This is an optimization exercise on Yosys and OpenROAD, whose aim is small area and a short achievable clock period, not a production implementation.
RTL that was checked went through simulation tests only; none was proved equivalent to the original.
Power figures rest on the tool's default switching activity, not on a simulated workload.

==> flow/design.v (excerpt) <==
module PipelinedFAdd (
  input  wire        clk,
  input  wire        rst,
  input  wire [31:0] A,
  input  wire [31:0] B,
  input  wire        operation,
  input  wire        in_valid,
  output wire [31:0] result,
  output wire        out_valid
);
Size: roughly 1600 cells after synthesis, about 200 flip-flops, about 100 I/O pins, about 11000 sq um of cells after synthesis.
==> module PipelinedFAdd, before the edit <==
module PipelinedFAdd (
  input  wire        clk,
  input  wire        rst,
  input  wire [31:0] A,
  input  wire [31:0] B,
  input  wire        operation,
  input  wire        in_valid,
  output wire [31:0] result,
  output wire        out_valid
);
  wire e_gt, e_eq;
  CmpTree #(8) u_ce (.a(A[30:23]), .b(B[30:23]), .gt(e_gt), .eq(e_eq));
  wire [4:0] dab, dba;
  wire       d_ge, d_eq;
  ExpDiff #(5) u_ed (.ea(A[27:23]), .eb(B[27:23]), .dab(dab), .dba(dba), .ge(d_ge), .eq(d_eq));
  reg  [31:0] r1_a, r1_b;
  reg  [4:0]  r1_dab, r1_dba;
  reg         r1_op, r1_swap;
  always @(posedge clk) begin
    r1_a    <= A;
    r1_b    <= B;
    r1_op   <= operation;
    r1_swap <= e_gt | (e_eq & ~(|A[22:0]) & (|B[22:0]));
    r1_dab  <= dab;
    r1_dba  <= dba;
  end
  wire        sa = r1_a[31];
  wire        sb = r1_b[31] ^ r1_op;
  wire [7:0]  ea = r1_a[30:23];
  wire [7:0]  eb = r1_b[30:23];
  wire [22:0] fa = r1_a[22:0];
  wire [22:0] fb = r1_b[22:0];
  wire ea_nz  = |ea;
  wire eb_nz  = |eb;
  wire fa_nz  = |fa;
  wire fb_nz  = |fb;
  wire a_inf  = (&ea) & ~fa_nz;
  wire b_inf  = (&eb) & ~fb_nz;
  wire a_zero = ~ea_nz & ~fa_nz;
  wire b_zero = ~eb_nz & ~fb_nz;
  wire special = (&ea) | (&eb) | a_zero | b_zero;
  wire sub    = sa ^ sb;
  wire r1_eeq = (ea == eb);
  wire qnan   = a_inf & b_inf & r1_op & sub;
  wire zflip  = a_zero & b_zero & r1_op;
  wire [7:0]  e_big   = r1_swap ? eb : ea;
  wire [7:0]  e_small = r1_swap ? ea : eb;
  wire [4:0]  d       = r1_swap ? r1_dba : r1_dab;
  wire [7:0]  e_diff  = e_big - e_small;
  wire        kill    = special | (e_diff > 8'd23);
  wire [22:0] f_big   = r1_swap ? fb : fa;
  wire [22:0] f_small = r1_swap ? fa : fb;
  wire        h_big   = (r1_swap ? eb_nz : ea_nz) | special;
  wire        h_small = r1_swap ? ea_nz : eb_nz;
  wire [23:0] ms_sh   = {h_small, f_small} >> d;
  wire f_gt, f_eq;
  CmpTree #(23) u_cf (.a(fa), .b(fb), .gt(f_gt), .eq(f_eq));
  wire rev    = r1_eeq & ~special & sub & (r1_swap ? (~f_gt & ~f_eq) : f_gt);
  wire cancel = r1_eeq & ~special & sub & f_eq;
  reg  [7:0]  r2_q;
  reg  [23:0] r2_xb, r2_ys;
  reg         r2_s, r2_sub, r2_qnan;
  always @(posedge clk) begin
    r2_q    <= cancel ? (~e_big - 8'd25) : (~e_big - 8'd1);
    r2_xb   <= {h_big, f_big} ^ {24{sub & ~rev}};
    r2_ys   <= rev ? ~{h_small, f_small} : (kill ? 24'd0 : ms_sh);
    r2_sub  <= sub;
    r2_qnan <= qnan;
    r2_s    <= ~qnan & (((r1_swap ^ rev) ? sb : sa) ^ zflip);
  end
  wire [23:0] ad_s;
  wire        ad_co;
  BkAdd #(24) u_add (.x(r2_xb), .y(r2_ys), .s(ad_s), .co(ad_co));
  reg  [7:0]  r3_q;
  reg  [24:0] r3_sum;
  reg         r3_s;
  always @(posedge clk) begin
    r3_q    <= r2_q;
    r3_sum  <= {ad_co & ~r2_sub, ad_s ^ {24{r2_sub}}} | {2'b00, r2_qnan, 22'd0};
    r3_s    <= r2_s;
  end
  wire [4:0] lz;
  wire       lz_zero;
  Lzc32 u_lzc (.x({r3_sum, 7'h7F}), .cnt(lz), .zero(lz_zero));
  wire [24:0] sh4 = lz[4] ? {r3_sum[8:0], 16'd0} : r3_sum;
  wire [24:0] sh3 = lz[3] ? {sh4[16:0], 8'd0} : sh4;
  wire [24:0] sh2 = lz[2] ? {sh3[20:0], 4'd0} : sh3;
  wire [24:0] sh1 = lz[1] ? {sh2[22:0], 2'd0} : sh2;
  wire [24:0] sh0 = lz[0] ? {sh1[23:0], 1'd0} : sh1;
  wire [7:0] ne_out;
  wire       ne_co;
  KsAdd #(8) u_exp (.x(r3_q), .y({3'd0, lz}), .s(ne_out), .co(ne_co));
  reg [31:0] r4_res;
  always @(posedge clk)
    r4_res <= {r3_s, ~ne_out, sh0[23], sh0[22:1]};
  assign result = r4_res;
  reg [3:0] vld;
  always @(posedge clk or posedge rst)
    if (rst) vld <= 4'b0000;
    else     vld <= {vld[2:0], in_valid};
  assign out_valid = vld[3];
endmodule
clock: 8.0 ns
lec_check: 0
abc_area: 1
cap_margin: 20
core_margin: 2
core_utilization: 40
cts_buf_list: sky130_fd_sc_hd__clkbuf_8
cts_cluster_diameter: 60
cts_cluster_size: 25
setup_slack_margin: 5
slew_margin: 20
standard.sh (not shown) runs the stock make flow with config.mk's settings and CLKGATE_MAP_FILE= SYNTH_SCRIPT=/design/flow/synth_recipe.tcl, a recipe that flattens the netlist after the stock synthesis.
==> flow/flow/run.sh <==
#!/bin/bash
# Standard layout, with the adder cells left to ABC (no full/half adder
# extraction before it), port buffers of a plain buffer cell, a shallower
# clock tree, and timing repair aiming at a tighter setup margin.
# make's output goes to standard.log, each ORFS step logs to orfs/logs/.
bash standard.sh ADDER_MAP_FILE= SETUP_SLACK_MARGIN=5.5 TNS_END_PERCENT=10 \
  "BUFFER_PORTS_ARGS=-buffer_cell sky130_fd_sc_hd__buf_2" \
  "CTS_ARGS=-sink_clustering_enable -repair_clock_nets -sink_clustering_size 16 -sink_clustering_max_diameter 120 -buf_list sky130_fd_sc_hd__clkbuf_16 -root_buf sky130_fd_sc_hd__clkbuf_16 -sink_clustering_levels 1 -num_static_layers 0" \
  finish > standard.log 2>&1
==> next run, changes <==
--- a/flow/design.v
+++ b/flow/design.v
@@ -243,16 +243,17 @@
   wire [4:0] dab, dba;
   wire       d_ge, d_eq;
   ExpDiff #(5) u_ed (.ea(A[27:23]), .eb(B[27:23]), .dab(dab), .dba(dba), .ge(d_ge), .eq(d_eq));
   reg  [31:0] r1_a, r1_b;
   reg  [4:0]  r1_dab, r1_dba;
-  reg         r1_op, r1_swap;
+  reg         r1_op, r1_swap, r1_eeq;
   always @(posedge clk) begin
     r1_a    <= A;
     r1_b    <= B;
     r1_op   <= operation;
     r1_swap <= e_gt | (e_eq & ~(|A[22:0]) & (|B[22:0]));
+    r1_eeq  <= e_eq;
     r1_dab  <= dab;
     r1_dba  <= dba;
   end
   wire        sa = r1_a[31];
   wire        sb = r1_b[31] ^ r1_op;
@@ -268,11 +269,10 @@
   wire b_inf  = (&eb) & ~fb_nz;
   wire a_zero = ~ea_nz & ~fa_nz;
   wire b_zero = ~eb_nz & ~fb_nz;
   wire special = (&ea) | (&eb) | a_zero | b_zero;
   wire sub    = sa ^ sb;
-  wire r1_eeq = (ea == eb);
   wire qnan   = a_inf & b_inf & r1_op & sub;
   wire zflip  = a_zero & b_zero & r1_op;
   wire [7:0]  e_big   = r1_swap ? eb : ea;
   wire [7:0]  e_small = r1_swap ? ea : eb;
   wire [4:0]  d       = r1_swap ? r1_dba : r1_dab;
@@ -301,15 +301,16 @@
   wire [23:0] ad_s;
   wire        ad_co;
   BkAdd #(24) u_add (.x(r2_xb), .y(r2_ys), .s(ad_s), .co(ad_co));
   reg  [7:0]  r3_q;
   reg  [24:0] r3_sum;
-  reg         r3_s;
+  reg         r3_s, r3_qnan;
   always @(posedge clk) begin
     r3_q    <= r2_q;
-    r3_sum  <= {ad_co & ~r2_sub, ad_s ^ {24{r2_sub}}} | {2'b00, r2_qnan, 22'd0};
+    r3_sum  <= {ad_co & ~r2_sub, ad_s ^ {24{r2_sub}}};
     r3_s    <= r2_s;
+    r3_qnan <= r2_qnan;
   end
   wire [4:0] lz;
   wire       lz_zero;
   Lzc32 u_lzc (.x({r3_sum, 7'h7F}), .cnt(lz), .zero(lz_zero));
   wire [24:0] sh4 = lz[4] ? {r3_sum[8:0], 16'd0} : r3_sum;
@@ -320,11 +321,11 @@
   wire [7:0] ne_out;
   wire       ne_co;
   KsAdd #(8) u_exp (.x(r3_q), .y({3'd0, lz}), .s(ne_out), .co(ne_co));
   reg [31:0] r4_res;
   always @(posedge clk)
-    r4_res <= {r3_s, ~ne_out, sh0[23], sh0[22:1]};
+    r4_res <= {r3_s, ~ne_out, sh0[23] | r3_qnan, sh0[22:1]};
   assign result = r4_res;
   reg [3:0] vld;
   always @(posedge clk or posedge rst)
     if (rst) vld <= 4'b0000;
     else     vld <= {vld[2:0], in_valid};
The new run finished clean.
Non-clock buffer count is lower by 7.
Flip-flop and latch count is higher by 2.
Final area is higher by about 2.4%.
Hold slack hardly moves.
Worst setup slack gains 0.068 ns.
Total power hardly moves.
Register-to-register slack gains 0.04 ns.
Wire length is higher by 11%.
Die area is higher by 1.1%.
Maximum frequency is higher by about 2.6%.
No functional check of the RTL was part of the first run of this note.

==> port drivers added, routing unchanged <==
The flow's constraints put no driver on any port. The routed layouts listed below were extracted and timed again, unchanged, in two steps.
Step 1 (the two cells are an assumption about what drives the block):
set clk [get_ports {clk}]
set_driving_cell -lib_cell sky130_fd_sc_hd__clkbuf_16 $clk
set_driving_cell -lib_cell sky130_fd_sc_hd__buf_2 [delete_from_list [all_inputs] $clk]
Step 2 adds t to the input delays and takes it off the output delays; t is the mean of the earliest and latest rising clock arrival at the registers after step 1. Input paths then give back, and output paths get back, about the clock's delay inside the block.
Three values: no drivers, after step 1, after step 2; two values: the first two.
run	t (ns)	slack for setup (ns)	worst setup path at the end	worst slew at a driven data input, ns	pins driven straight from the clock port
the first run	0.523	5.368 / 5.365 / 4.842	input to register	0.05	1
the second run	0.536	5.436 / 5.392 / 4.984	input to register	0.04	1
After both steps setup and hold are still met in every run listed. For the first run, which loses most, drivers alone change the setup slack by -0.003 ns; drivers and shift together by -0.526 ns.
